Source: an optimization exercise on an open RTL-to-GDS flow (aim: small area and a short achievable clock period). Production flows keep margins and buffers that such runs may drop.
At most, simulation tests tie the RTL to the original design; equivalence was not proved.
No functional check of the RTL was part of runs 6 and 7.
Power figures rest on the tool's default switching activity, not on a simulated workload.

`design/flow/design.v`:
```
module PCPU (
	input wire clock,
	input wire [15:0] d_datain,
	input wire enable,
	input wire [15:0] i_datain,
	input wire reset,
	input wire start,
	output wire [15:0] d_addr,
	output wire [15:0] d_dataout,
	output wire d_we,
	output wire [7:0] i_addr,
	output wire [15:0] regi0,
	output wire [15:0] regi1,
	output wire [15:0] regi2,
	output wire [15:0] regi3,
	output wire [15:0] regi4,
	output wire [15:0] regi5,
	output wire [15:0] regi6,
	output wire [15:0] regi7,
	output wire [2:0] wb_addr
);
localparam [4:0] OP_LOAD = 5'b00010, OP_STORE = 5'b00011, OP_MOVI = 5'b00100,
                 OP_SHR  = 5'b00101, OP_CAL   = 5'b00110, OP_CAR  = 5'b00111,
                 OP_ADD  = 5'b01000, OP_ADDI  = 5'b01001, OP_ADDC = 5'b10001,
                 OP_SUB  = 5'b10010, OP_SUBI  = 5'b10011, OP_SUBC = 5'b10100,
                 OP_CMP  = 5'b01100, OP_AND   = 5'b01101, OP_OR   = 5'b01110,
                 OP_XOR  = 5'b01111, OP_JUMP  = 5'b11000, OP_HALT = 5'b00001;
reg        run;                  
reg [7:0]  pc;
reg [4:0]  id_op;
reg [2:0]  id_rd;
reg [7:0]  id_lo;                
reg [7:0]  id_sA, id_sB;         
reg [4:0]  ex_op;
reg [2:0]  ex_rd;
reg        ex_sub;               
reg        ex_ci_c, ex_ci_n, ex_ci_1;  
reg [15:0] reg_A, reg_B, smdr;
reg [3:0]  ex_sh;                
reg        mem_wr, mem_load, mem_fs, mem_halt;
reg [2:0]  mem_rd;
reg        dw, jump;
reg [15:0] reg_C, smdr1;
reg        zf, sf, cf;
reg        wb_wr, wb_halt;
reg [2:0]  wb_rd;
reg [15:0] reg_C1;
reg [15:0] gr [0:7];
assign i_addr    = pc;
assign d_addr    = reg_C;
assign d_dataout = smdr1;
assign d_we      = dw;
assign wb_addr   = wb_rd;
assign regi0 = gr[0];
assign regi1 = gr[1];
assign regi2 = gr[2];
assign regi3 = gr[3];
assign regi4 = gr[4];
assign regi5 = gr[5];
assign regi6 = gr[6];
assign regi7 = gr[7];
wire wb_we = run & wb_wr;
wire [15:0] grn [0:7];           
genvar gi;
generate
	for (gi = 0; gi < 8; gi = gi + 1) begin : g_rf
		assign grn[gi] = (wb_we && wb_rd == gi) ? reg_C1 : gr[gi];
		always @(posedge clock or negedge reset)
			if (!reset) gr[gi] <= 16'd0;
			else        gr[gi] <= grn[gi];
	end
endgenerate
wire [15:0] c1n = mem_load ? d_datain : reg_C;
wire ex_wr = (ex_op == OP_MOVI) || (ex_op == OP_SHR) || (ex_op == OP_CAL) ||
             (ex_op == OP_CAR)  || (ex_op == OP_ADD) || (ex_op == OP_ADDI) ||
             (ex_op == OP_ADDC) || (ex_op == OP_SUB) || (ex_op == OP_SUBI) ||
             (ex_op == OP_SUBC) || (ex_op == OP_AND) || (ex_op == OP_OR) ||
             (ex_op == OP_XOR);
wire ex_fs = (ex_op == OP_ADD)  || (ex_op == OP_ADDI) || (ex_op == OP_ADDC) ||
             (ex_op == OP_SUB)  || (ex_op == OP_SUBI) || (ex_op == OP_SUBC) ||
             (ex_op == OP_CMP);
wire ex_load  = ex_op == OP_LOAD;
wire ex_store = ex_op == OP_STORE;
wire ex_halt  = ex_op == OP_HALT;
wire ex_br    = (ex_op[4:3] == 2'b11) && (ex_op[2:1] != 2'b00);
wire        cin = (ex_ci_c & cf) | (ex_ci_n & ~cf) | ex_ci_1;
wire [15:0] bop = reg_B;
wire [15:0] bx  = bop;                  
wire [17:0] sum18 = {1'b0, reg_A, 1'b1} + {1'b0, bx, cin};
wire [15:0] sum = sum18[16:1];
wire        cout = sum18[17];
wire        is_cal = ex_op == OP_CAL;
wire        fill   = (ex_op == OP_CAR) & reg_A[15];
wire [3:0]  r  = ex_sh;
wire [15:0] q1 = r[0] ? {reg_A[14:0], reg_A[15]}  : reg_A;
wire [15:0] q2 = r[1] ? {q1[13:0], q1[15:14]}     : q1;
wire [15:0] q3 = r[2] ? {q2[11:0], q2[15:12]}     : q2;
wire [15:0] q4 = r[3] ? {q3[7:0],  q3[15:8]}      : q3;
reg  [15:0] keep;
integer ki;
always @(*)
	for (ki = 0; ki < 16; ki = ki + 1)
		keep[ki] = is_cal ? (ki >= r) : ((r == 4'd0) || (ki < r));
wire [15:0] sh = (q4 & keep) | ({16{fill}} & ~keep);
reg [3:0] lut;
always @(*) begin
	case (ex_op)
		OP_AND:  lut = 4'b1000;
		OP_OR:   lut = 4'b1110;
		OP_XOR:  lut = 4'b0110;
		default: lut = 4'b1010;         
	endcase
end
wire ex_shift = (ex_op == OP_SHR) || (ex_op == OP_CAL) || (ex_op == OP_CAR);
wire ex_logic = (ex_op == OP_AND) || (ex_op == OP_OR) || (ex_op == OP_XOR) || (ex_op == OP_MOVI);
wire [15:0] lg;
genvar bi;
generate
	for (bi = 0; bi < 16; bi = bi + 1) begin : g_lut
		assign lg[bi] = lut[{reg_A[bi], bop[bi]}];
	end
endgenerate
wire ex_arith = ~(ex_logic | ex_shift);
wire [15:0] alu_ns = ex_logic ? lg : sh;        
wire [15:0] alu = ex_arith ? sum : alu_ns;
wire id_rdA = (id_op[4:3] == 2'b11 && id_op[2:1] != 2'b00) ||
              (id_op == OP_ADDI) || (id_op == OP_SUBI) || (id_op == OP_MOVI);
wire id_store = id_op == OP_STORE;
wire id_imm4 = (id_op == OP_LOAD) || (id_op == OP_STORE) || (id_op == OP_MOVI) ||
               (id_op == OP_SHR)  || (id_op == OP_CAL)   || (id_op == OP_CAR);
wire id_imm8 = (id_op[4:3] == 2'b11 && id_op[2:1] != 2'b00) ||
               (id_op == OP_ADDI) || (id_op == OP_SUBI);
wire id_jump = id_op == OP_JUMP;
wire id_rsh  = (id_op == OP_SHR) || (id_op == OP_CAR);
wire [4:0] f_op = i_datain[15:11];
wire f_rdA = (f_op[4:3] == 2'b11 && f_op[2:1] != 2'b00) ||
             (f_op == OP_ADDI) || (f_op == OP_SUBI) || (f_op == OP_MOVI);
wire f_store = f_op == OP_STORE;
wire fA_ex  = ex_wr  && id_sA[ex_rd];
wire fA_mem = mem_wr && id_sA[mem_rd];
wire fB_ex  = ex_wr  && id_sB[ex_rd];
wire fB_mem = mem_wr && id_sB[mem_rd];
reg [15:0] rfA, rfB;
integer ri;
always @(*) begin
	rfA = 16'd0; rfB = 16'd0;
	for (ri = 0; ri < 8; ri = ri + 1) begin
		rfA = rfA | ({16{id_sA[ri]}} & gr[ri]);
		rfB = rfB | ({16{id_sB[ri]}} & gr[ri]);
	end
end
wire [15:0] rA = (fA_ex & ex_arith) ? sum : fA_ex ? alu_ns : fA_mem ? c1n : (wb_we & id_sA[wb_rd]) ? reg_C1 : rfA;
wire [15:0] rB = (fB_ex & ex_arith) ? sum : fB_ex ? alu_ns : fB_mem ? c1n : (wb_we & id_sB[wb_rd]) ? reg_C1 : rfB;
wire id_sub  = (id_op == OP_SUB) || (id_op == OP_SUBI) || (id_op == OP_SUBC) || (id_op == OP_CMP);
wire id_usec = (id_op == OP_ADDC) || (id_op == OP_SUBC);
wire [4:0] i_op = i_datain[15:11];
wire id_load = id_op == OP_LOAD;
wire f_c1 = i_op[4:2] == 3'b001;                                    
wire f_c2 = (i_op == OP_ADD) || (i_op == OP_ADDC) || (i_op == OP_SUB) || (i_op == OP_SUBC) ||
            (i_op == OP_CMP) || (i_op == OP_AND)  || (i_op == OP_OR)  || (i_op == OP_XOR);
wire f_c3 = (i_op == OP_ADDI) || (i_op == OP_SUBI) || (i_op == OP_MOVI);  
wire hz = ((f_c1 | f_c2) & (id_rd == i_datain[6:4])) |
          (f_c2 & (id_rd == i_datain[2:0])) |
          (f_c3 & (id_rd == i_datain[10:8]));
wire kill    = jump | id_jump;                  
wire ld_live = id_load & ~jump;                 
wire f_bub   = kill | (ld_live & hz);           
wire pc_hold = ~run | (ld_live & hz);
wire [7:0] pc_new = jump ? reg_C[7:0] : id_jump ? id_lo : pc + 8'd1;
wire zf_now = mem_fs ? (reg_C == 16'd0) : zf;
reg  cond;
always @(*) begin
	case (ex_op[2:1])
		2'b01:   cond = zf_now;
		2'b10:   cond = sf;
		default: cond = cf;
	endcase
end
always @(posedge clock or negedge reset) begin
	if (!reset) begin
		run <= 1'b1;
		pc <= 8'd0;
		id_op <= 5'd0; id_rd <= 3'd0;
		ex_op <= 5'd0; ex_rd <= 3'd0;
		mem_wr <= 1'b0; mem_load <= 1'b0; mem_fs <= 1'b0; mem_halt <= 1'b0;
		mem_rd <= 3'd0; dw <= 1'b0; jump <= 1'b0;
		zf <= 1'b0; sf <= 1'b0; cf <= 1'b0;
		wb_wr <= 1'b0; wb_halt <= 1'b0; wb_rd <= 3'd0;
	end else begin
		run <= run & ~wb_halt;
		if (!pc_hold) pc <= pc_new;
		if (f_bub) begin
			id_op <= 5'd0; id_rd <= 3'd0;
		end else begin
			id_op <= i_datain[15:11]; id_rd <= i_datain[10:8];
		end
		if (jump || id_jump) begin
			ex_op <= 5'd0; ex_rd <= 3'd0;
		end else begin
			ex_op <= id_op; ex_rd <= id_rd;
		end
		if (jump) begin
			mem_wr <= 1'b0; mem_load <= 1'b0; mem_fs <= 1'b0; mem_halt <= 1'b0;
			mem_rd <= 3'd0;
		end else begin
			mem_wr <= ex_wr | ex_load; mem_load <= ex_load; mem_fs <= ex_fs;
			mem_halt <= ex_halt; mem_rd <= ex_rd;
		end
		if (run) dw <= ex_store & ~jump;
		jump <= ~jump & ex_br & (cond ^ ex_op[0]);
		zf <= zf_now;
		if (ex_fs && !jump) begin
			sf <= alu[15];
			cf <= cout ^ ex_sub;
		end
		wb_wr <= mem_wr; wb_halt <= mem_halt;
		if (run) wb_rd <= mem_rd;
	end
end
always @(posedge clock) begin
	id_lo <= i_datain[7:0];
	id_sA <= 8'd1 << (f_rdA ? i_datain[10:8] : i_datain[6:4]);
	id_sB <= 8'd1 << (f_store ? i_datain[10:8] : i_datain[2:0]);
	reg_A <= rA;
	ex_sh <= id_rsh ? 4'd0 - id_lo[3:0] : id_lo[3:0];
	reg_B <= (id_imm4 ? {12'd0, id_lo[3:0]} : id_imm8 ? {8'd0, id_lo} : rB) ^ {16{id_sub}};
	smdr  <= rB;
	ex_sub  <= id_sub;
	ex_ci_c <= id_usec & ~id_sub;
	ex_ci_n <= id_usec & id_sub;
	ex_ci_1 <= id_sub & ~id_usec;
	if (run) begin
		reg_C <= alu;
		smdr1 <= smdr;
	end
	reg_C1 <= c1n;
end
endmodule
```
`design/flow/flow/run.sh`:
```
#!/bin/bash
# Standard layout (the standard.sh) with two changes: the port buffers use
# the smallest buffer cell, and the clock tree is built with larger sink
# clusters and no dummy loads. Each tool's output is in standard.log and in
# orfs/logs/.
set -euo pipefail
export BUFFER_PORTS_ARGS="-buffer_cell sky130_fd_sc_hd__buf_1"
export CTS_ARGS="-sink_clustering_enable -repair_clock_nets -dont_use_dummy_load -sink_clustering_size 25 -sink_clustering_max_diameter 80"
bash standard.sh > standard.log 2>&1
```
`design/flow/standard.sh`:
```
#!/bin/bash
# synth_recipe.tcl (not shown) runs the flow's synth.tcl, then flattens the netlist and writes it again
# the make line also repeats each setting of config.mk as NAME=value (left out here)
make -C /OpenROAD-flow-scripts/flow DESIGN_CONFIG=/design/flow/config.mk WORK_HOME=/design/flow/orfs CLKGATE_MAP_FILE= SYNTH_SCRIPT=/design/flow/synth_recipe.tcl "${@:-finish}"
```
`design/flow/config.mk`:
```
export PLATFORM = sky130hd
export DESIGN_NAME = PCPU
export DESIGN_NICKNAME = PCPU
export VERILOG_FILES = /design/flow/design.v
export SDC_FILE = /design/flow/constraint.sdc
export NUM_CORES = 4
export LEC_CHECK = 0
export CAP_MARGIN = 20
export CORE_MARGIN = 2
export CORE_UTILIZATION = 50
export PLACE_DENSITY = 0.75
export SETUP_SLACK_MARGIN = 3.4
export SLEW_MARGIN = 20
```
`design/flow/constraint.sdc`:
```
create_clock -name core_clock -period 6.0 [get_ports {clock}]
set_input_delay 1.2000 -clock core_clock [delete_from_list [all_inputs] [get_ports {clock}]]
set_output_delay 1.2000 -clock core_clock [all_outputs]
set_load 0.01 [all_outputs]
```
==> results.cfg, run 1 <==
[setup_path]
cp_data_arrival_time_ns = 3.00
slowest_stage = mux4_1
crit_top_cell = mux2i_1
endpoint_kind = flip-flop
worstPathCellList = buf_12 > mux4_1 > mux2_2 > mux2i_1 > mux2i_1 > o211ai_1 > a31oi_2 > a21oi_1 > a31oi_1
path_class = flip-flop to flip-flop
cp_slowest_stage_delay_ns = 0.62
crit_required_ns = 6.32
start_kind = flip-flop
crit_fanout = 7

[global_route]
grt_pass1_vias = 13655
grt_pass1_wl_mm = 81.74
grt_max_degree = 171
groute.usage.overall_pct = 31.30
grt-ovfl-total = 0
antenna_found_initial = 2

[detailed_routing]
routedWlPerCell_um = 25.55
drc = 0
viasPerCell = 6.753
vias = 14236
first_iter_violations = 1783
ant_nets = 0
wl_mm = 53.86
firstDrtPassIters = 6

[synth]
ys_types = 80
synth_edf_count = 32
yosysWarnings = 2
synth_flop_cell = dfrtp_1
synth_top_area_cell = dfrtp_1
synth_cells = 1529
synthesis.area_mm2 = 0.01621
yosysTopAreaCellShare_pct = 26.09
synth.avg_cell_area_um2 = 10.60
ys_seq_area_share_pct = 44.04
ys_seq_elements = 298
ys_async_sr_fraction_pct = 57.05
synth_nets = 1587
synthTopCellsByArea = dfrtp_1 26%, dfxtp_1 12%, mux2_2 11%, edfxtp_1 5.9%, a22oi_1 5.2%

[placement]
portBuffers = 205
place_congestion = 0.9522
place_hpwl_mm = 35.59
placed_cells = 2038

[sta]
max_slew_margin_pct = 22.18
fmax_mhz = 372.5
max_slew.worst_pin.slew_ns = 1.167
slew_viol_final = 0
finalSetupTns_ns = 0
finalCritPeriodShare_pct = 44.75
finalHoldViolations = 0
period_needed_ns = 2.685
rsz0062_at_grt = true
setup_viol = 0
fin_skew_ns = 0.1038
fin_hold_ws_ns = 0.3590

[clocking]
cts_buffer_depth = 3
clkSinkCount = 298
clock_latency_ns = 0.54
cts_tree = done
root_buffer = clkbuf_16
cts_buffers = 17
hold_buffers = 0
path_clk_slew_ns = 0.08
htree_num_levels = 1

[layout]
drive_above_1_share_pct = 24.44
utilization_pct = 59.03
num_antenna_cells = 0
layout.nets = 1766
final_cells = 2108
syn_to_final_growth_pct = 15.51

[run]
cap_violations = 0

[die]
die_h_um = 184.1
die_x_um = 184.1
rows = 65
dieArea_mm2 = 0.03387
initial_core_util_pct = 51.10
core_area_mm2 = 0.03172
io_pins = 208

[min_path]
hp-class = flip-flop to flip-flop

[power_and_ir_drop]
p_leak_nw = 7.676
powerDensity_mw_per_mm2 = 313.7
max-vdd-ir-drop_v = 0.0002043

[status]
status = no timing/DRC/antenna violations
## synthesized netlist by cell type, drive strengths merged (13+ instances only)
cell / n
dfrtp: 169
mux2: 164
a22oi: 112
nor2: 102
dfxtp: 96
clkbuf: 91
a21oi: 81
nand2: 73
mux2i: 72
o21ai: 58
inv: 34
edfxtp: 32
mux4: 32
buf: 29
a31oi: 26
nand4: 26
o211ai: 26
nand3: 24
nor3: 24
xor2: 24
xnor2: 23
ha: 21
nand2b: 17
o21a: 15
nor2b: 14
a221oi: 13
## registers in the layout, summed over array words and instances (netlist names), 3 cells and up
| name | cells |
|---|---|
| ex_op | 5 |
| ex_rd | 3 |
| ex_sh | 4 |
| gr | 128 |
| id_lo | 8 |
| id_op | 5 |
| id_rd | 3 |
| id_sA | 8 |
| id_sB | 8 |
| mem_rd | 3 |
| pc | 8 |
| reg_A | 16 |
| reg_B | 16 |
| reg_C | 16 |
| reg_C1 | 16 |
| smdr | 16 |
| smdr1 | 16 |
| wb_rd | 3 |
## where the power goes
part           leakage (nW)  total [W]  switching, W  internal (W)
clock network         0.209    0.00114      0.000638      0.000507
registers              3.42    0.00259      0.000313       0.00228
logic                  4.05    0.00214       0.00121      0.000928
## per-layer routing
metal	part of all wire, %	vias up	routed length [µm]	GRT usage (%)
li1	-	6099	-	-
met1	37	6907	19930	39.80
met2	47	1017	25160	50.69
met3	11	211	6016	7.647
met4	5.1	2	2731	14.11
met5	0.024	-	13	0
## worst max-delay path: cells and delay by family (launching register included)
family | cells | cell delay [ns]
compound gates | 4 | 0.75
mux | 4 | 1.22
buf+inv | 1 | 0.14
flops | 1 | 0.41
## final timing paths
check,endpoint,startpoint,cells past startpoint,slack [ns]
max,reg_B[13],ex_sh[0],9,3.32
min,run,wb_halt,1,0.36
max reg2reg,reg_B[13],ex_sh[0],9,3.32
min reg2reg,run,wb_halt,1,0.36
max in group asynchronous,ex_op[3],reset,2,4.36
min in group asynchronous,gr[4][0],reset,2,0.78
## cell families after synthesis
| group | Yosys count | synth area share (%) |
|---|---|---|
| xor gates and xnor gates | 47 | 2.540 |
| muxes | 268 | 20.54 |
| adders and majority gates | 22 | 1.744 |
| and+or+nand+nor | 327 | 9.865 |
| buffers and inverters | 154 | 3.921 |
| DFF | 298 | 44.04 |
| AOI/OAI and AO/OA | 413 | 17.35 |
## repair_timing
item                       in CTS  in global routing
hold endpoints to repair        0                  0
setup endpoints to repair     137                 72
buffers inserted               37                  9
gates resized for setup       117                 61
gates cloned                    5                  0
pin swaps                      24                 28
## layout make-up
class | instances | area [µm²]
Tap cell | 402 | 503.0
Timing Repair Buffer | 278 | 1491
Sequential cell | 298 | 7201
Multi-Input combinational cell | 1079 | 8975
Inverter | 34 | 127.6
Clock buffer | 17 | 425.4
Fill cell | 2626 | 13000
## metrics by stage
step	setup WS [ns]	instance area (µm²)	total power, W
after floorplan	3.264	16270	0.003750
after global placement	2.372	17210	0.004233
after detailed placement	2.337	17210	0.004262
after CTS	3.202	18410	0.005676
after global routing	3.192	18720	0.006130
final	3.315	18720	0.005873
## placed cells by master (no fill, tap or decap), types with 7 or more instances in the layout
| master | instances |
|---|---|
| a211oi_1 | 9 |
| a21o_1 | 9 |
| a21oi_1 | 73 |
| a221oi_1 | 11 |
| a22o_1 | 10 |
| a22oi_1 | 111 |
| a31oi_1 | 21 |
| and2_1 | 10 |
| and3_1 | 7 |
| buf_1 | 199 |
| buf_4 | 57 |
| buf_6 | 7 |
| clkbuf_16 | 17 |
| dfrtp_1 | 161 |
| dfrtp_2 | 8 |
| dfxtp_1 | 79 |
| dfxtp_4 | 11 |
| edfxtp_1 | 32 |
| ha_1 | 17 |
| inv_1 | 32 |
| mux2_2 | 158 |
| mux2i_1 | 64 |
| mux4_2 | 29 |
| nand2_1 | 66 |
| nand2_2 | 7 |
| nand2b_1 | 15 |
| nand3_1 | 23 |
| nand4_1 | 26 |
| nor2_1 | 94 |
| nor2b_1 | 11 |
| nor3_1 | 17 |
| o211ai_1 | 24 |
| o21a_1 | 14 |
| o21ai_0 | 47 |
| xnor2_1 | 23 |
| xor2_1 | 24 |
==> run 2: changes to the inputs <==
--- a/design/flow/config.mk
+++ b/design/flow/config.mk
@@ -10,2 +10,3 @@
 export CORE_UTILIZATION = 50
+export GPL_ROUTABILITY_DRIVEN = 0
 export PLACE_DENSITY = 0.75
==> run 2 against run 1 <==
Compared with the run above: flip-flop and latch count did not move; first-iteration DRC count rose by 0.50%; worst setup slack got worse by 0.088 ns; clock-buffer cell count did not move; cell area rose by 0.55%; hold slack improved by 0.0021 ns; critical endpoint unchanged; largest cell class unchanged; largest power group unchanged; highest routed layer unchanged.
==> results.cfg, run 2 <==
[clocking]
clkSinkCount = 298
cts_buffer_depth = 3
root_buffer = clkbuf_16
hold_buffers = 0
clock_latency_ns = 0.53
htree_num_levels = 1
cts_tree = done
cts_buffers = 17
path_clk_slew_ns = 0.10

[detailed_routing]
wl_mm = 54.63
routedWlPerCell_um = 25.67
first_iter_violations = 1792
drc = 0
met3_length_mm = 6.134
routed.top_layer = met5
vias = 14382
met1Wirelength_mm = 20.23
ant_nets = 0
firstDrtPassIters = 6
wl_met2_mm = 25.08
viasPerCell = 6.758

[synth]
synth_nets = 1587
ys_seq_area_share_pct = 44.04
synth_top_family_by_area = multiplexers
synth_cells = 1529
synthSimpleGateAreaFrac_pct = 9.865
synth_top_area_cell = dfrtp_1
yosysWarnings = 2
synthXorXnorAreaFrac_pct = 2.540
yosysTopAreaCellShare_pct = 26.09
synthesis.area_mm2 = 0.01621
synth-compound-area-share_pct = 17.35
synthTopCellsByArea = dfrtp_1 26%, dfxtp_1 12%, mux2_2 11%, edfxtp_1 5.9%, a22oi_1 5.2%
ys_types = 80
synth_adder_area_share_pct = 1.745
ys_seq_elements = 298
synth.avg_cell_area_um2 = 10.60
synth_edf_count = 32
synth.most_common_cell = dfrtp_1
synth_flop_cell = dfrtp_1
muxShareOfSynthArea_pct = 20.54
ys_async_sr_fraction_pct = 57.05
synthTopCellsByCount = 169 x dfrtp_1, 164 x mux2_2, 112 x a22oi_1

[sta]
slew_viol_final = 0
finalHoldViolations = 0
period_needed_ns = 2.772
rsz0062_at_grt = true
fin_skew_ns = 0.04891
fin_hold_ws_ns = 0.3611
finalSetupTns_ns = 0
finalCritPeriodShare_pct = 46.21
setup_viol = 0
fmax_mhz = 360.7
max_slew_margin_pct = 24.82
max_slew.worst_pin.slew_ns = 1.128

[global_route]
grt_pass1_vias = 13958
groute.usage.overall_pct = 31.41
grt_pass1_wl_mm = 82.21
grt_max_degree = 171
grt-ovfl-total = 0
antenna_found_initial = 1

[die]
initial_core_util_pct = 51.10
die_x_um = 184.1
rows = 65
die_h_um = 184.1
dieArea_mm2 = 0.03387
core_area_mm2 = 0.03172
io_pins = 208

[min_path]
hold_depth = 0
hold_end = wb_halt
hp-class = flip-flop to flip-flop
hp-start = mem_halt

[placement]
portBuffers = 205
place_hpwl_mm = 35.16
placed_area_mm2 = 0.01719

[layout]
syn_to_final_growth_pct = 16.14
regMostFlops = gr
num_antenna_cells = 0
final_cell_mix = 198 x buf_1, 161 x dfrtp_1, 158 x mux2_2
largest_reg_flops = 128
postLayoutCellArea_mm2 = 0.01883
final_common_cell = buf_1
layout.nets = 1786
drive_above_1_share_pct = 24.57

[setup_path]
r2r_start = ex_sh[0]
ff2ff_path_depth = 9
r2r_setup_slack_ns = 3.23
endpoint_kind = flip-flop
rr_endpoint = reg_B[13]
start_kind = flip-flop
path_class = flip-flop to flip-flop
cp_data_arrival_time_ns = 3.13
crit_required_ns = 6.36
crit_fanout = 13

[run]
cap_violations = 0

[power_and_ir_drop]
max-vdd-ir-drop_v = 0.0002214
p_leak_nw = 7.803
powerDensity_mw_per_mm2 = 313.0
fin_total_pwr_w = 0.005893

[status]
status = no timing/DRC/antenna violations
==> run 2: cell type report <==
| cell class | instances | area [µm²] |
|---|---|---|
| well taps | 402 | 503.0 |
| fillers | 2550 | 12890 |
| clock buffers | 17 | 425.4 |
| repair buffers | 298 | 1594 |
| inverters | 34 | 127.6 |
| flip-flops and latches | 298 | 7187 |
| multi-input cells | 1079 | 8989 |
==> run 2: how the worst max path moves through the flow <==
stage           startpoint         to  depth (start not counted)
2_1_floorplan  i_datain[2]      pc[5]                          7
3_3_place_gp            cf  reg_B[15]                         11
3_5_place_dp            cf  reg_B[15]                         11
4_1_cts                 cf  reg_B[15]                         11
5_1_grt           ex_sh[0]  reg_B[13]                          9
6_report          ex_sh[0]  reg_B[13]                          9
==> run 2: layer usage <==
metal  up-vias  track usage, %
li1       6137               -
met1      6935           38.95
met2      1045           50.63
met3       263           8.043
met4         2           16.45
met5         -               0
==> run 2: critical path, stage by stage, from the launching register on <==
cell,delay (ns)
dfxtp_4,0.41
buf_6,0.20
mux4_1,0.60
mux2_2,0.30
mux2i_1,0.19
mux2i_1,0.11
o211ai_1,0.43
a31oi_4,0.19
a21oi_1,0.15
a31oi_1,0.05
==> run 2: report_power, final <==
group | leakage, nW | switching (W) | total, W | internal, W
registers | 3.41 | 0.000335 | 0.00261 | 0.00227
clock network | 0.209 | 0.000638 | 0.00115 | 0.000508
logic | 4.18 | 0.00121 | 0.00214 | 0.000925
==> run 2: timing repair <==
| action | CTS | global route |
|---|---|---|
| setup buffers | 51 | 21 |
| endpoints found under the setup margin | 149 | 71 |
| resized for setup | 102 | 63 |
| cloned | 3 | 0 |
| pin swaps | 24 | 31 |
==> run 2: cells by family (layout without fill, tap and decap cells) <==
logic type | after synthesis | in the layout
and+or+nand+nor | 327 | 327
muxes | 268 | 268
DFF | 298 | 298
adders and majority gates | 22 | 22
buffers and inverters | 154 | 349
xor gates and xnor gates | 47 | 47
AOI/OAI and AO/OA | 413 | 415
==> run 2: stage by stage <==
step           util (%)  std cells  worst slack, ns
4_1_cts           58.06       2107            3.257
5_1_grt           59.35       2128            3.140
6_report          59.35       2128            3.228
3_3_place_gp      54.21       2036            2.415
3_5_place_dp      54.21       2036            2.303
2_1_floorplan         -       1529            3.264
==> run 3: changes to the inputs <==
--- a/design/flow/config.mk
+++ b/design/flow/config.mk
@@ -10,5 +10,4 @@
 export CORE_UTILIZATION = 50
-export GPL_ROUTABILITY_DRIVEN = 0
 export PLACE_DENSITY = 0.75
-export SETUP_SLACK_MARGIN = 3.4
+export SETUP_SLACK_MARGIN = 3.3
 export SLEW_MARGIN = 20
==> run 3 against run 2 <==
Compared with the run above: still clean; via count is 2.6% lower; flip-flop and latch count stayed put; utilization is 0.64 points lower; synthesized cell count stayed put; area after synthesis stayed put; worst setup slack worse by 0.064 ns; critical path depth is 3 higher; hold slack worse by 0.011 ns; largest power group unchanged.
==> results.cfg, run 3 <==
[detailed_routing]
vias = 14004
firstDrtPassIters = 6
wl_mm = 52.99
drc = 0
routedWlPerCell_um = 25.08
first_iter_violations = 1526
viasPerCell = 6.628
ant_nets = 0

[sta]
finalCritPeriodShare_pct = 47.27
max_slew_margin_pct = 31.24
period_needed_ns = 2.836
finalHoldViolations = 0
fmax_mhz = 352.6
slew_viol_final = 0
fin_skew_ns = 0.09965
final.setup.worst_slack_ns = 3.164
setup_viol = 0
max_slew.worst_pin.slew_ns = 1.031
finalSetupTns_ns = 0
rsz0062_at_grt = true

[min_path]
hold_depth = 0
hold_end = wb_halt
hp-start = mem_halt
hp-class = flip-flop to flip-flop

[power_and_ir_drop]
fin_total_pwr_w = 0.005811
p_leak_nw = 7.713
max-vdd-ir-drop_v = 0.0002358
powerDensity_mw_per_mm2 = 312.1

[setup_path]
rr_endpoint = reg_B[13]
ff2ff_path_depth = 12
path_class = flip-flop to flip-flop
start_kind = flip-flop
cp_data_arrival_time_ns = 3.18
r2r_setup_slack_ns = 3.16
crit_fanout = 4
r2r_start = cf
endpoint_kind = flip-flop
crit_required_ns = 6.34

[layout]
drive_above_1_share_pct = 22.74
largest_reg_flops = 128
syn_to_final_growth_pct = 14.88
final_cell_mix = 199 x buf_1, 162 x mux2_2, 162 x dfrtp_1
num_antenna_cells = 0
regMostFlops = gr
layout.nets = 1771
final_cells = 2113
final_common_cell = buf_1

[placement]
place_congestion = 0.9456
placed_cells = 2045
dp_slack_ns = 2.379
portBuffers = 205
place_hpwl_mm = 35.69

[global_route]
grt_max_degree = 106
grt-ovfl-total = 0
antenna_found_initial = 0
grt_pass1_wl_mm = 80.61
grt_pass1_vias = 13159
groute.usage.overall_pct = 30.70

[synth]
synth_nets = 1587
muxShareOfSynthArea_pct = 20.54
synth-compound-area-share_pct = 17.35
synthXorXnorAreaFrac_pct = 2.540
synth_top_family_by_area = multiplexers
synthSimpleGateAreaFrac_pct = 9.865
ys_types = 80
synth.most_common_cell = dfrtp_1
ys_seq_elements = 298
synthesis.area_mm2 = 0.01621
ys_async_sr_fraction_pct = 57.05
synthTopCellsByArea = dfrtp_1 26%, dfxtp_1 12%, mux2_2 11%, edfxtp_1 5.9%, a22oi_1 5.2%
synth_adder_area_share_pct = 1.745
synth_cells = 1529
synth_edf_count = 32
yosysTopAreaCellShare_pct = 26.09
yosysWarnings = 2
ys_seq_area_share_pct = 44.04
synth_flop_cell = dfrtp_1
synthTopCellsByCount = 169 x dfrtp_1, 164 x mux2_2, 112 x a22oi_1
synth_top_area_cell = dfrtp_1
synth.avg_cell_area_um2 = 10.60

[clocking]
clock_latency_ns = 0.54
hold_buffers = 0
cts_buffer_depth = 3
htree_num_levels = 1
cts_tree = done
cts_buffers = 17
path_clk_slew_ns = 0.10
clkSinkCount = 298
root_buffer = clkbuf_16

[die]
dieArea_mm2 = 0.03387
die_h_um = 184.1
die_x_um = 184.1
io_pins = 208
rows = 65
core_area_mm2 = 0.03172
initial_core_util_pct = 51.10

[status]
status = no timing/DRC/antenna violations

[run]
cap_violations = 0
run 3: worst max path at each step:
stage                 start  slack [ns]   endpoint  cells past startpoint
6_report                 cf        3.16  reg_B[13]                     12
5_1_grt                  cf        3.04  reg_B[13]                     12
4_1_cts                  cf        3.19  reg_B[15]                     12
3_5_place_dp   i_datain[14]        2.38      pc[0]                      8
3_3_place_gp             cf        2.48  reg_B[15]                     11
2_1_floorplan           run        3.24  gr[1][10]                      5
run 3: area by class of cell:
cell class              instances  area (µm²)
repair buffers                285        1555
multi-input cells            1077        8848
clock buffers                  17       425.4
fillers                      2639       13100
flip-flops and latches        298        7162
inverters                      34       127.6
well taps                     402       503.0
run 3: layer usage:
metal / GRT usage, % / vias up / wire length [µm]
li1: - / 6102 / -
met1: 40.87 / 6950 / 20960
met2: 50.14 / 799 / 25050
met3: 5.745 / 153 / 4619
met4: 11.26 / 0 / 2363
met5: 0 / - / 0
run 3: logic make-up after synthesis:
group	after synthesis
compound gates	413
simple gates	327
flops	298
mux	268
buf+inv	154
xor+xnor	47
fa+ha+maj	22
run 3: what timing repair did:
| item | in CTS | in global routing |
|---|---|---|
| setup buffers | 21 | 26 |
| pin swaps | 7 | 21 |
| cloned | 1 | 2 |
| resized for setup | 63 | 70 |
| endpoints found under the setup margin | 112 | 74 |
run 3: worst max-delay path, cell delays in order, from the launching register on:
cell,delay [ns]
dfrtp_1,0.42
mux2_4,0.34
nor2_4,0.10
fa_2,0.23
nor2b_2,0.06
o31ai_2,0.18
buf_4,0.17
nand4_1,0.16
a31oi_2,0.30
mux2i_2,0.31
a31oi_2,0.19
a21oi_2,0.16
a31oi_1,0.05
run 3: report_power, final:
group	switching, W	total [W]	internal, W
logic	0.00118	0.00207	0.000893
registers	0.000306	0.00258	0.00228
clock network	0.000651	0.00116	0.000507
total	0.00214	0.00581	0.00368
run 3: through the flow:
step,utilization [%],hold WS [ns],area (µm²)
CTS,56.96,0.3542,18070
global route,58.71,0.3740,18620
global placement,54.38,0.3353,17250
detailed placement,54.38,0.3365,17250
floorplan,-,0.3312,16220
finish,58.71,0.3501,18620
==> run 4: changes to the inputs <==
--- a/design/flow/config.mk
+++ b/design/flow/config.mk
@@ -10,4 +10,4 @@
 export CORE_UTILIZATION = 50
-export PLACE_DENSITY = 0.75
-export SETUP_SLACK_MARGIN = 3.3
+export PLACE_DENSITY = 0.8
+export SETUP_SLACK_MARGIN = 3.5
 export SLEW_MARGIN = 20
==> run 4 against run 3 <==
Compared with the run above: register-to-register slack improved by 0.09 ns; fmax up 3.4%; via count increased by 5.0%; area after synthesis unchanged; hold slack improved by 0.0058 ns; sequential power barely moved; largest cell class unchanged.
==> results.cfg, run 4 <==
[power_and_ir_drop]
fin_total_pwr_w = 0.006121
p_clk_share_pct = 19.6
max-vdd-ir-drop_v = 0.0002347
comb_power_share_pct = 37.7
powerDensity_mw_per_mm2 = 313.9
internal_power_w = 0.003849
switchingPower_w = 0.002272
power_frac_seq_pct = 42.7
switching_share_pct = 37.12
p_leak_nw = 8.057

[sta]
finalCritPeriodShare_pct = 45.70
rsz0062_at_grt = true
fin_skew_ns = 0.08788
fmax_mhz = 364.7
fin_hold_ws_ns = 0.3559
slew_viol_final = 0
max_slew_margin_pct = 27.41
max_slew.worst_pin.slew_ns = 1.085
finalHoldViolations = 0
finalSetupTns_ns = 0
period_needed_ns = 2.742
final.setup.worst_slack_ns = 3.258
setup_viol = 0

[min_path]
hp-class = flip-flop to flip-flop
hp-start = wb_halt

[layout]
syn_to_final_growth_pct = 20.29
fill_cells = 2435
layout.nets = 1820
final_cell_mix = 198 x buf_1, 161 x dfrtp_1, 156 x mux2_2
final_common_cell = buf_1
num_antenna_cells = 0
utilization_pct = 61.48
drive_above_1_share_pct = 29.09
regMostFlops = gr
largest_reg_flops = 128

[global_route]
antenna_found_initial = 0
grt_pass1_vias = 14094
groute.usage.overall_pct = 31.67
grt_pass1_wl_mm = 83.03
grt-ovfl-total = 0
grt_max_degree = 171

[synth]
synthTopCellsByCount = 169 x dfrtp_1, 164 x mux2_2, 112 x a22oi_1
yosysWarnings = 2
ys_async_sr_fraction_pct = 57.05
ys_seq_elements = 298
synth_top_area_cell = dfrtp_1
synth_cells = 1529
ys_types = 80
ys_seq_area_share_pct = 44.04
yosysTopAreaCellShare_pct = 26.09
synth.most_common_cell = dfrtp_1
synthTopCellsByArea = dfrtp_1 26%, dfxtp_1 12%, mux2_2 11%, edfxtp_1 5.9%, a22oi_1 5.2%
synth_flop_cell = dfrtp_1
synth_nets = 1587
synth.avg_cell_area_um2 = 10.60
synth_edf_count = 32
synthesis.area_mm2 = 0.01621

[detailed_routing]
viasPerCell = 6.800
firstDrtPassIters = 8
drc = 0
first_iter_violations = 2110
vias = 14701
routedWlPerCell_um = 25.77
ant_nets = 0
wl_mm = 55.71

[die]
die_h_um = 184.1
die_x_um = 184.1
initial_core_util_pct = 51.10
rows = 65
core_area_mm2 = 0.03172
io_pins = 208
dieArea_mm2 = 0.03387

[clocking]
root_buffer = clkbuf_16
cts_buffer_depth = 3
clkSinkCount = 298
clock_latency_ns = 0.55
path_clk_slew_ns = 0.10
cts_tree = done
htree_num_levels = 1
cts_buffers = 18

[placement]
place_congestion = 0.9753
portBuffers = 205
place_hpwl_mm = 35.46
dp_slack_ns = 2.634

[setup_path]
critPathTopFamily = compound AO/OA/AOI/OAI gates
crit_required_ns = 6.39
worstPathCellList = mux2_4 > nor2_4 > fa_2 > nor2b_2 > o31ai_4 > nand4_1 > buf_4 > a31oi_4 > mux2i_2 > a31oi_2 > a21oi_1 > a31oi_1
endpoint_kind = flip-flop
crit_fanout = 3
path_buf_inv = 1
cp_data_arrival_time_ns = 3.13
critical_path.startpoint = cf
slowest_stage = dfrtp_1
start_kind = flip-flop
r2r_start = cf
path_class = flip-flop to flip-flop
cp_slowest_stage_delay_ns = 0.43

[status]
status = no timing/DRC/antenna violations

[run]
cap_violations = 0
## run 4: cell counts after synthesis
Identical to the previous run, type by type.
## run 4: per-stage QoR
stage / instances / instance area, µm²
global placement: 2038 / 17230
detailed placement: 2038 / 17230
CTS: 2124 / 18740
finish: 2162 / 19500
global route: 2162 / 19500
floorplan: 1529 / 16280
## run 4: cell type report
class,instances,area [µm²],share of cell area [%]
sequential,298,7199,36.92
timing repair buffer,333,2043,10.48
tap,402,503.0,2.580
clock buffer,18,450.4,2.310
multi-input combinational,1077,9175,47.05
inverter,34,127.6,0.6545
## run 4: cells by family (layout without fill, tap and decap cells)
group                    after synthesis  count (layout)  synth area share [%]
multiplexers                         268             268                 20.54
flip-flops                           298             298                 44.04
buffers and inverters                154             385                 3.921
AND/OR/NAND/NOR                      327             327                 9.865
adder cells (fa/ha/maj)               22              22                 1.744
AO/OA/AOI/OAI                        413             413                 17.35
XOR/XNOR                              47              47                 2.540
## run 4: what timing repair did
item / 4_1_cts / 5_1_grt
setup buffers: 66 / 38
pin swaps: 36 / 49
gates cloned: 2 / 0
hold buffers: 0 / 0
resized for setup: 147 / 118
setup endpoints to repair: 166 / 103
## run 4: path summary, 6_finish.rpt
path / to / slack (ns) / cells after the start
worst max-delay path: reg_B[13] / 3.26 / 12
worst min-delay path: run / 0.36 / 1
worst max register to register: reg_B[13] / 3.26 / 12
worst min register to register: run / 0.36 / 1
max in group asynchronous: gr[0][12] / 4.44 / 2
min in group asynchronous: gr[6][0] / 0.82 / 2
## run 4: layer usage
metal	vias to the layer above	share of wire, %	wire length [µm]	global-route usage (%)
li1	6202	-	-	-
met1	7120	37	20630	40.40
met2	1089	46	25380	50.63
met3	290	11	6277	7.310
met4	0	6.1	3425	16.06
met5	-	0	0	0
## run 4: power by group through the flow
stage	clock (W)	combinational, W	sequential [W]
after global placement	0	0.00161	0.00262
final	0.00120	0.00230	0.00261
after CTS	0.00120	0.00195	0.00258
after floorplan	0	0.00131	0.00244
after global routing	0.00127	0.00244	0.00263
after detailed placement	0	0.00164	0.00262
==> run 5: changes to the inputs <==
--- a/design/flow/config.mk
+++ b/design/flow/config.mk
@@ -9,5 +9,6 @@
 export CORE_MARGIN = 2
-export CORE_UTILIZATION = 50
-export PLACE_DENSITY = 0.8
-export SETUP_SLACK_MARGIN = 3.5
+export CORE_UTILIZATION = 55
+export GPL_ROUTABILITY_DRIVEN = 1
+export PLACE_DENSITY = 0.75
+export SETUP_SLACK_MARGIN = 3.4
 export SLEW_MARGIN = 20
==> run 5 against run 4 <==
Compared with the run above: still clean on timing, DRC and antenna; via count is 3.6% lower; hold slack better by 0.0074 ns; fmax is 0.66% higher; cell count is 2.4% lower; global-route usage is 1.3 points higher; highest routed layer unchanged.
==> results.cfg, run 5 <==
[layout]
num_antenna_cells = 0
layout.nets = 1786
final_cells = 2110
drive_above_1_share_pct = 24.62
utilization_pct = 65.15
fill_cells = 2246
final_cell_mix = 199 x buf_1, 160 x dfrtp_1, 157 x mux2_2
regMostFlops = gr
final_common_cell = buf_1
largest_reg_flops = 128
syn_to_final_growth_pct = 15.99

[synth]
synth_top_area_cell = dfrtp_1
synth.avg_cell_area_um2 = 10.60
synth_flop_cell = dfrtp_1
synthesis.area_mm2 = 0.01621
synth_edf_count = 32
yosysWarnings = 2
synth_nets = 1587
synthTopCellsByArea = dfrtp_1 26%, dfxtp_1 12%, mux2_2 11%, edfxtp_1 5.9%, a22oi_1 5.2%
synthTopCellsByCount = 169 x dfrtp_1, 164 x mux2_2, 112 x a22oi_1
synthXorXnorAreaFrac_pct = 2.540
ys_seq_area_share_pct = 44.04
synth.most_common_cell = dfrtp_1
ys_async_sr_fraction_pct = 57.05
ys_seq_elements = 298
muxShareOfSynthArea_pct = 20.54
synth_cells = 1529
synth-compound-area-share_pct = 17.35
synth_top_family_by_area = multiplexers
ys_types = 80
yosysTopAreaCellShare_pct = 26.09
synth_adder_area_share_pct = 1.745
synthSimpleGateAreaFrac_pct = 9.865

[sta]
max_slew_margin_pct = 21.97
slew_viol_final = 0
period_needed_ns = 2.724
finalHoldViolations = 0
setup_viol = 0
finalSetupTns_ns = 0
finalCritPeriodShare_pct = 45.41
rsz0062_at_grt = true
max_slew.worst_pin.slew_ns = 1.170
fin_skew_ns = 0.06531
fmax_mhz = 367.1

[global_route]
grt-ovfl-total = 0
grt_max_degree = 171
antenna_found_initial = 0
groute.usage.overall_pct = 32.93
grt_pass1_wl_mm = 78.85
grt_pass1_vias = 13321

[setup_path]
cp_slowest_stage_delay_ns = 0.42
crit_top_cell = xnor2_1
path_class = flip-flop to flip-flop
worstPathCellList = mux2_4 > nor2_4 > fa_2 > nor2b_2 > o21ai_0 > nand2b_1 > xnor2_1 > a221oi_2 > o21a_1 > mux2i_1 > xnor2_1
cp_data_arrival_time_ns = 3.05
slowest_stage = dfrtp_1
start_kind = flip-flop
endpoint_kind = flip-flop
crit_required_ns = 6.33
crit_fanout = 3

[placement]
portBuffers = 205
place_congestion = 0.9392
place_hpwl_mm = 34.74
placed_cells = 2021

[clocking]
root_buffer = clkbuf_16
clock_latency_ns = 0.53
cts_buffer_depth = 3
cts_tree = done
path_clk_slew_ns = 0.09
cts_buffers = 17
clkSinkCount = 298
hold_buffers = 0
htree_num_levels = 1

[detailed_routing]
routedWlPerCell_um = 24.95
ant_nets = 0
firstDrtPassIters = 6
viasPerCell = 6.714
vias = 14166
first_iter_violations = 1532
wl_mm = 52.64
drc = 0

[die]
die_h_um = 175.7
initial_core_util_pct = 56.17
io_pins = 208
dieArea_mm2 = 0.03086
core_area_mm2 = 0.02886
die_x_um = 175.7
rows = 62

[power_and_ir_drop]
p_leak_nw = 7.795
powerDensity_mw_per_mm2 = 314.0
max-vdd-ir-drop_v = 0.0002395

[run]
cap_violations = 0

[min_path]
hp-class = flip-flop to flip-flop

[status]
status = no timing/DRC/antenna violations
run 5: worst paths after layout:
kind	start	slack, ns	endpoint	cells past startpoint
worst max-delay path	cf	3.28	reg_B[3]	11
min in group asynchronous	reset	0.89	gr[6][5]	2
worst max register to register	cf	3.28	reg_B[3]	11
worst min-delay path	mem_halt	0.36	wb_halt	0
max in group asynchronous	reset	4.42	gr[0][14]	2
worst min register to register	mem_halt	0.36	wb_halt	0
run 5: per-layer routing:
| layer | up-vias | GRT usage, % | share of wire [%] |
|---|---|---|---|
| li1 | 6129 | - | - |
| met5 | - | 0 | 0 |
| met1 | 6941 | 43.90 | 39 |
| met4 | 0 | 14.05 | 4.7 |
| met2 | 904 | 53.28 | 47 |
| met3 | 192 | 5.714 | 9.9 |
run 5: timing repair:
action                     in CTS  in global routing
setup endpoints to repair     127                 66
buffers inserted               47                 23
hold endpoints to repair        0                  0
pin swaps                      17                 32
gates cloned                    2                  0
resized for setup             118                 61
run 5: layout make-up:
| cell class | count | area [µm²] | share of cell area, % |
|---|---|---|---|
| clock buffer | 17 | 425.4 | 2.263 |
| inverter | 34 | 127.6 | 0.6788 |
| multi-input combinational | 1077 | 8905 | 47.36 |
| sequential | 298 | 7184 | 38.21 |
| tap | 384 | 480.5 | 2.555 |
| timing repair buffer | 300 | 1679 | 8.931 |
run 5: cell families after synthesis:
logic type | after synthesis
buf+inv | 154
compound gates | 413
flops | 298
simple gates | 327
xor+xnor | 47
fa+ha+maj | 22
mux | 268
run 5: metrics by stage:
stage,hold slack (ns),setup slack [ns],instance area (µm²),total power (W)
2_1_floorplan,0.3312,3.264,16270,0.003750
3_3_place_gp,0.3352,2.461,17190,0.004212
3_5_place_dp,0.3459,2.398,17190,0.004250
4_1_cts,0.3661,3.244,18430,0.005662
5_1_grt,0.3728,3.151,18800,0.006162
6_report,0.3633,3.276,18800,0.005904
run 5: power by group:
part / total [W] / switching (W) / leakage (nW) / internal (W)
sequential: 0.00260 / 0.000327 / 3.41 / 0.00228
clock: 0.00117 / 0.000657 / 0.209 / 0.000509
combinational: 0.00214 / 0.00119 / 4.17 / 0.000951
total: 0.00590 / 0.00217 / 7.80 / 0.00373
run 5: critical path, delay by kind of cell (launching register included):
| kind | cells | cell delay [ns] |
|---|---|---|
| and+or+nand+nor | 3 | 0.26 |
| xor gates and xnor gates | 2 | 0.30 |
| DFF | 1 | 0.42 |
| adders and majority gates | 1 | 0.21 |
| muxes | 2 | 0.45 |
| AOI/OAI and AO/OA | 3 | 0.89 |
==> run 6: changes to the inputs <==
--- a/design/flow/design.v
+++ b/design/flow/design.v
@@ -36,3 +36,3 @@
 reg        ex_sub;               
-reg        ex_ci_c, ex_ci_n, ex_ci_1;  
+reg        ex_usec;              
 reg [15:0] reg_A, reg_B, smdr;
@@ -85,5 +85,5 @@
 wire ex_br    = (ex_op[4:3] == 2'b11) && (ex_op[2:1] != 2'b00);
-wire        cin = (ex_ci_c & cf) | (ex_ci_n & ~cf) | ex_ci_1;
+wire        cin = ex_sub ^ (ex_usec & cf);
 wire [15:0] bop = reg_B;
-wire [15:0] bx  = bop;                  
+wire [15:0] bx  = bop ^ {16{ex_sub}};
 wire [17:0] sum18 = {1'b0, reg_A, 1'b1} + {1'b0, bx, cin};
@@ -151,4 +151,8 @@
 end
-wire [15:0] rA = (fA_ex & ex_arith) ? sum : fA_ex ? alu_ns : fA_mem ? c1n : (wb_we & id_sA[wb_rd]) ? reg_C1 : rfA;
-wire [15:0] rB = (fB_ex & ex_arith) ? sum : fB_ex ? alu_ns : fB_mem ? c1n : (wb_we & id_sB[wb_rd]) ? reg_C1 : rfB;
+wire [15:0] oA = fA_ex ? alu_ns : fA_mem ? c1n : (wb_we & id_sA[wb_rd]) ? reg_C1 : rfA;
+wire [15:0] oB = fB_ex ? alu_ns : fB_mem ? c1n : (wb_we & id_sB[wb_rd]) ? reg_C1 : rfB;
+wire [15:0] oBi = id_imm4 ? {12'd0, id_lo[3:0]} : id_imm8 ? {8'd0, id_lo} : oB;
+wire sA  = fA_ex & ex_arith;
+wire sB  = fB_ex & ex_arith;
+wire sBi = sB & ~id_imm4 & ~id_imm8;
 wire id_sub  = (id_op == OP_SUB) || (id_op == OP_SUBI) || (id_op == OP_SUBC) || (id_op == OP_CMP);
@@ -223,10 +227,8 @@
 	id_sB <= 8'd1 << (f_store ? i_datain[10:8] : i_datain[2:0]);
-	reg_A <= rA;
+	reg_A <= sA ? sum : oA;
 	ex_sh <= id_rsh ? 4'd0 - id_lo[3:0] : id_lo[3:0];
-	reg_B <= (id_imm4 ? {12'd0, id_lo[3:0]} : id_imm8 ? {8'd0, id_lo} : rB) ^ {16{id_sub}};
-	smdr  <= rB;
+	reg_B <= sBi ? sum : oBi;
+	smdr  <= sB ? sum : oB;
 	ex_sub  <= id_sub;
-	ex_ci_c <= id_usec & ~id_sub;
-	ex_ci_n <= id_usec & id_sub;
-	ex_ci_1 <= id_sub & ~id_usec;
+	ex_usec <= id_usec;
 	if (run) begin
--- a/design/flow/config.mk
+++ b/design/flow/config.mk
@@ -9,5 +9,3 @@
 export CORE_MARGIN = 2
-export CORE_UTILIZATION = 55
-export GPL_ROUTABILITY_DRIVEN = 1
-export PLACE_DENSITY = 0.75
+export CORE_UTILIZATION = 50
 export SETUP_SLACK_MARGIN = 3.4
==> run 6 against run 5 <==
Compared with the run above: largest cell class unchanged; die area grew 12%; cell area increased by 5.5%; clock power about the same; clock skew rose by 0.0077 ns; first-iteration DRC count fell by 18%; area after synthesis increased by 2.1%; still clean; hold slack got worse by 0.0028 ns.
==> results.cfg, run 6 <==
[die]
die_x_um = 186.0
io_pins = 208
dieArea_mm2 = 0.03459
die_h_um = 186.0
rows = 66
initial_core_util_pct = 50.89
core_area_mm2 = 0.03254

[setup_path]
rr_endpoint = reg_C[13]
cp_data_arrival_time_ns = 3.20
crit_fanout = 5
crit_required_ns = 6.29
path_class = flip-flop to flip-flop
start_kind = flip-flop
ff2ff_path_depth = 11
r2r_start = ex_sub
endpoint_kind = flip-flop
r2r_setup_slack_ns = 3.09

[status]
status = no timing/DRC/antenna violations

[layout]
drive_above_1_share_pct = 27.69
syn_to_final_growth_pct = 19.75
final_common_cell = buf_1
final_cell_mix = 199 x buf_1, 162 x dfrtp_1, 155 x mux2_2
layout.nets = 1837
final_cells = 2219
regMostFlops = gr
num_antenna_cells = 0
largest_reg_flops = 128

[clocking]
clock_latency_ns = 0.52
cts_tree = done
htree_num_levels = 1
hold_buffers = 0
cts_buffer_depth = 3
root_buffer = clkbuf_16
cts_buffers = 18
path_clk_slew_ns = 0.10
clkSinkCount = 296

[synth]
synthTopCellsByCount = 169 x dfrtp_1, 167 x mux2_2, 94 x dfxtp_1
ys_seq_elements = 296
ys_seq_area_share_pct = 42.87
synth_flop_cell = dfrtp_1
synth.avg_cell_area_um2 = 10.64
synth_cells = 1556
synth_edf_count = 32
ys_async_sr_fraction_pct = 57.43
synth.most_common_cell = dfrtp_1
yosysTopAreaCellShare_pct = 25.54
synthTopCellsByArea = dfrtp_1 26%, dfxtp_1 11%, mux2_2 11%, edfxtp_1 5.8%, mux4_2 4.5%
synthesis.area_mm2 = 0.01656
synth_nets = 1614
synth_top_area_cell = dfrtp_1
yosysWarnings = 2
ys_types = 92

[detailed_routing]
ant_nets = 0
firstDrtPassIters = 5
wl_mm = 59.53
drc = 0
routedWlPerCell_um = 26.83
vias = 14578
viasPerCell = 6.570
first_iter_violations = 1251

[sta]
max_slew_margin_pct = 24.57
finalCritPeriodShare_pct = 48.49
max_slew.worst_pin.slew_ns = 1.131
setup_viol = 0
finalSetupTns_ns = 0
fmax_mhz = 343.7
finalHoldViolations = 0
rsz0062_at_grt = true
fin_skew_ns = 0.07297
slew_viol_final = 0
period_needed_ns = 2.909

[min_path]
hp-class = flip-flop to flip-flop
hp-start = mem_halt
hold_depth = 0
hold_end = wb_halt

[power_and_ir_drop]
powerDensity_mw_per_mm2 = 295.3
max-vdd-ir-drop_v = 0.0001919
p_leak_nw = 8.122

[placement]
place_congestion = 0.8944
portBuffers = 205
placed_cells = 2120
place_hpwl_mm = 39.08

[global_route]
grt-ovfl-total = 0
grt_pass1_vias = 13951
grt_max_degree = 115
antenna_found_initial = 0
grt_pass1_wl_mm = 87.82
groute.usage.overall_pct = 33.89

[run]
cap_violations = 0
-- run 6: worst max-delay path, cell delays in order, from the launching register on --
cell and delay, ns:
dfxtp_4 0.38, buf_12 0.14, xor2_1 0.15, ha_1 0.31, nor2b_4 0.14, o31a_1 0.27
o31a_1 0.28, o31a_1 0.36, xor2_2 0.18, a221oi_2 0.24, buf_4 0.18, inv_2 0.03
-- run 6: cells by family (layout without fill, tap and decap cells) --
group / Yosys count / count (layout) / synth area share (%)
compound gates: 421 / 421 / 18.11
fa+ha+maj: 22 / 22 / 1.708
flops: 296 / 296 / 42.87
xor+xnor: 46 / 46 / 2.433
simple gates: 354 / 354 / 10.99
buf+inv: 154 / 375 / 3.816
mux: 263 / 263 / 20.08
-- run 6: report_power, final --
part           switching (W)  internal (W)
clock               0.000655      0.000536
sequential          0.000277       0.00220
combinational        0.00121      0.000976
total                0.00215       0.00371
-- run 6: final cells by class --
class,count,area (µm²)
Tap cell,442,553.0
Fill cell,2785,12710
Timing Repair Buffer,327,1928
Clock buffer,18,450.4
Sequential cell,296,7126
Multi-Input combinational cell,1106,9658
Inverter,30,112.6
-- run 6: routing by layer --
metal	part of all wire [%]	GRT usage [%]
met2	47	55.11
met1	39	44.48
met5	0	0
met4	4.4	13.07
met3	9.8	7.024
-- run 6: how the worst max path moves through the flow --
stage,startpoint,endpoint
finish,ex_sub,reg_C[13]
global placement,i_datain[11],pc[7]
global route,ex_sub,reg_C[13]
CTS,ex_sub,reg_C[15]
detailed placement,i_datain[11],pc[4]
floorplan,i_datain[14],pc[1]
-- run 6: what timing repair did --
action / 4_1_cts / 5_1_grt
buffers inserted: 48 / 30
pin swaps: 30 / 41
endpoints found under the setup margin: 125 / 94
gates resized for setup: 132 / 83
gates cloned: 1 / 2
-- run 6: through the flow --
stage	hold slack (ns)	utilization [%]	area (µm²)	power, W	worst slack (ns)
finish	0.3604	60.94	19830	0.005856	3.091
global route	0.3721	60.94	19830	0.006096	2.999
CTS	0.3637	58.86	19150	0.005583	3.088
detailed placement	0.3435	54.65	17780	0.004076	2.411
global placement	0.3359	54.65	17780	0.004052	2.448
floorplan	0.3312	-	16710	0.003564	3.066
==> run 7: changes to the inputs <==
--- a/design/flow/design.v
+++ b/design/flow/design.v
@@ -87,3 +87,3 @@
 wire [15:0] bop = reg_B;
-wire [15:0] bx  = bop ^ {16{ex_sub}};
+wire [15:0] bx  = bop;                  
 wire [17:0] sum18 = {1'b0, reg_A, 1'b1} + {1'b0, bx, cin};
@@ -229,3 +229,3 @@
 	ex_sh <= id_rsh ? 4'd0 - id_lo[3:0] : id_lo[3:0];
-	reg_B <= sBi ? sum : oBi;
+	reg_B <= (sBi ? sum : oBi) ^ {16{id_sub}};
 	smdr  <= sB ? sum : oB;
==> run 7 against run 6 <==
Compared with the run above: still clean on timing, DRC and antenna; wire length decreased by 4.5%; clock-buffer cell count decreased by 2; synthesized cell count increased by 0.77%.
==> results.cfg, run 7 <==
[status]
status = no timing/DRC/antenna violations

[layout]
regMostFlops = gr
drive_above_1_share_pct = 26.59
num_antenna_cells = 0
utilization_pct = 59.85
layout.nets = 1835
largest_reg_flops = 128
final_cell_mix = 199 x buf_1, 163 x mux2_2, 160 x dfrtp_1
final_common_cell = buf_1
fill_cells = 2798
syn_to_final_growth_pct = 18.33

[detailed_routing]
wl_met2_mm = 25.97
firstDrtPassIters = 8
met1Wirelength_mm = 22.80
met3_length_mm = 5.093
vias = 14250
routedWlPerCell_um = 25.64
first_iter_violations = 1534
routed.top_layer = met4
viasPerCell = 6.428
ant_nets = 0
wl_mm = 56.84
drc = 0

[die]
dieArea_mm2 = 0.03421
core_area_mm2 = 0.03237
die_x_um = 185.0
initial_core_util_pct = 50.58
io_pins = 208
die_h_um = 185.0
rows = 66

[run]
cap_violations = 0

[global_route]
antenna_found_initial = 1
grt_max_degree = 106
grt_pass1_wl_mm = 84.17
grt_pass1_vias = 13349
grt-ovfl-total = 0
groute.usage.overall_pct = 32.58

[synth]
ys_seq_area_share_pct = 43.35
ys_async_sr_fraction_pct = 57.43
synth_top_area_cell = dfrtp_1
synth_flop_cell = dfrtp_1
synth.most_common_cell = dfrtp_1
synthTopCellsByArea = dfrtp_1 26%, dfxtp_1 11%, mux2_2 11%, edfxtp_1 5.9%, a22oi_1 5.4%
synth.avg_cell_area_um2 = 10.44
synthTopCellsByCount = 169 x dfrtp_1, 165 x mux2_2, 117 x a22oi_1
synth_edf_count = 32
ys_types = 80
synth_cells = 1568
ys_seq_elements = 296
synth_nets = 1626
synthesis.area_mm2 = 0.01637
yosysWarnings = 2
yosysTopAreaCellShare_pct = 25.83

[clocking]
cts_tree = done
clock_latency_ns = 0.51
cts_buffer_depth = 3
root_buffer = clkbuf_16
htree_num_levels = 1
clkSinkCount = 296
path_clk_slew_ns = 0.10
cts_buffers = 16

[sta]
slew_viol_final = 0
rsz0062_at_grt = true
finalSetupTns_ns = 0
fmax_mhz = 344.0
fin_hold_ws_ns = 0.3623
fin_skew_ns = 0.03628
period_needed_ns = 2.907
max_slew.worst_pin.slew_ns = 1.119
setup_viol = 0
finalCritPeriodShare_pct = 48.45
finalHoldViolations = 0
max_slew_margin_pct = 25.40

[setup_path]
start_kind = flip-flop
cp_slowest_stage_delay_ns = 0.41
endpoint_kind = flip-flop
r2r_setup_slack_ns = 3.09
slowest_stage = dfrtp_1
worstPathCellList = a21boi_2 > nor2_2 > fa_2 > nor2b_2 > o31a_1 > a21oi_2 > o211ai_1 > mux2i_2 > a31oi_4 > a21o_1 > o21a_1
path_class = flip-flop to flip-flop
crit_required_ns = 6.41
crit_fanout = 5
cp_data_arrival_time_ns = 3.32

[power_and_ir_drop]
powerDensity_mw_per_mm2 = 304.6
max-vdd-ir-drop_v = 0.0001924
p_leak_nw = 7.851

[min_path]
hp-class = flip-flop to flip-flop

[placement]
place_congestion = 0.9219
place_hpwl_mm = 38.61
portBuffers = 205
## run 7: changes by cell type after synthesis, moves of 13 or more
| cell | change |
|---|---|
| a221oi_1 | -21 |
| a22o_1 | -23 |
| a22oi_1 | +38 |
| and2_1 | -13 |
| mux2i_1 | +13 |
| nand2_1 | +14 |
| nor2_1 | +21 |
## run 7: what timing repair did
item                       in CTS  in global routing
hold endpoints to repair        0                  0
pin swaps                      24                 44
resized for setup             120                 95
setup endpoints to repair     135                 84
gates cloned                    1                  1
hold buffers                    0                  0
setup buffers                  39                 40
## run 7: kinds of logic after synthesis
kind of cell               synth area share (%)
muxes                                     20.55
xor gates and xnor gates                  2.247
buffers and inverters                     3.722
and+or+nand+nor                           11.00
adders and majority gates                 1.727
DFF                                       43.35
AOI/OAI and AO/OA                         17.40
## run 7: path summary, 6_finish.rpt
| path | from | end | cells after the start |
|---|---|---|---|
| setup / recovery | cf | reg_A[15] | 11 |
| hold / removal | mem_halt | wb_halt | 0 |
| setup reg to reg | cf | reg_A[15] | 11 |
| hold reg to reg | mem_halt | wb_halt | 0 |
| max in group asynchronous | reset | ex_op[1] | 2 |
| min in group asynchronous | reset | gr[1][9] | 1 |
## run 7: layout make-up
class                   count  area, µm²  share of cell area [%]
clock buffers              16      400.4                   2.067
well taps                 442      553.0                   2.854
repair buffers            313       1757                   9.067
inverters                  31      125.1                  0.6458
multi-input cells        1119       9359                   48.30
flip-flops and latches    296       7181                   37.06
## run 7: metal layers
layer  global-route usage [%]  vias to the layer above
li1                         -                     6333
met1                    43.74                     6971
met2                    50.91                      762
met3                    6.665                      184
met4                    14.86                        0
met5                        0                        -
## run 7: report_power, final
part	leakage [nW]	internal, W	total, W	switching [W]
Clock	0.197	0.000480	0.00112	0.000639
Combinational	4.25	0.000991	0.00220	0.00121
Sequential	3.40	0.00224	0.00258	0.000340
Total	7.85	0.00371	0.00590	0.00219
## run 7: worst max-delay path, delay by kind of cell, from the launching register on
kind	cells	cell delay (ns)
and+or+nand+nor	2	0.21
adders and majority gates	1	0.35
AOI/OAI and AO/OA	7	1.50
muxes	1	0.35
DFF	1	0.41
## run 7: through the flow
step | setup WS (ns) | instance area [µm²] | total power (W) | std cells
after floorplan | 3.264 | 16450 | 0.003676 | 1568
after global placement | 2.335 | 17490 | 0.004201 | 2120
after detailed placement | 2.323 | 17490 | 0.004225 | 2120
after CTS | 3.150 | 18660 | 0.005596 | 2176
after global routing | 2.984 | 19370 | 0.006159 | 2217
final | 3.093 | 19370 | 0.005901 | 2217

## separate check: timing with driven ports
The flow's constraints put no driver on any port. The routed layouts listed below were extracted and timed again, unchanged, in two steps.
Step 1 assumes that a clkbuf_16 drives the clock port and a buf_2 every other input.
Step 2, shift: input delay + t, output delay - t, t = (earliest + latest rising clock arrival at the registers) / 2. This alone moves slack from input paths to output paths.
Slacks: ideal / step 1 / step 2; pairs: ideal / step 1.
| run | t (ns) | setup slack, ns | slew at the worst register clock pin (ns) |
|---|---|---|---|
| run 1 | 0.538 | 3.315 / 3.315 / 2.990 | 0.11 / 0.11 |
| run 2 | 0.553 | 3.228 / 3.228 / 3.030 | 0.10 / 0.10 |
| run 3 | 0.539 | 3.164 / 3.164 / 2.886 | 0.10 / 0.10 |
| run 4 | 0.554 | 3.258 / 3.258 / 2.986 | 0.11 / 0.11 |
| run 5 | 0.549 | 3.276 / 3.276 / 2.983 | 0.11 / 0.11 |
| run 6 | 0.543 | 3.091 / 3.091 / 2.890 | 0.10 / 0.10 |
| run 7 | 0.549 | 3.093 / 3.093 / 2.959 | 0.11 / 0.11 |
After both steps every run listed still meets setup and hold. The setup slack of run 1, which loses most, moves by 0.000 ns with the drivers and by -0.325 ns with both steps.
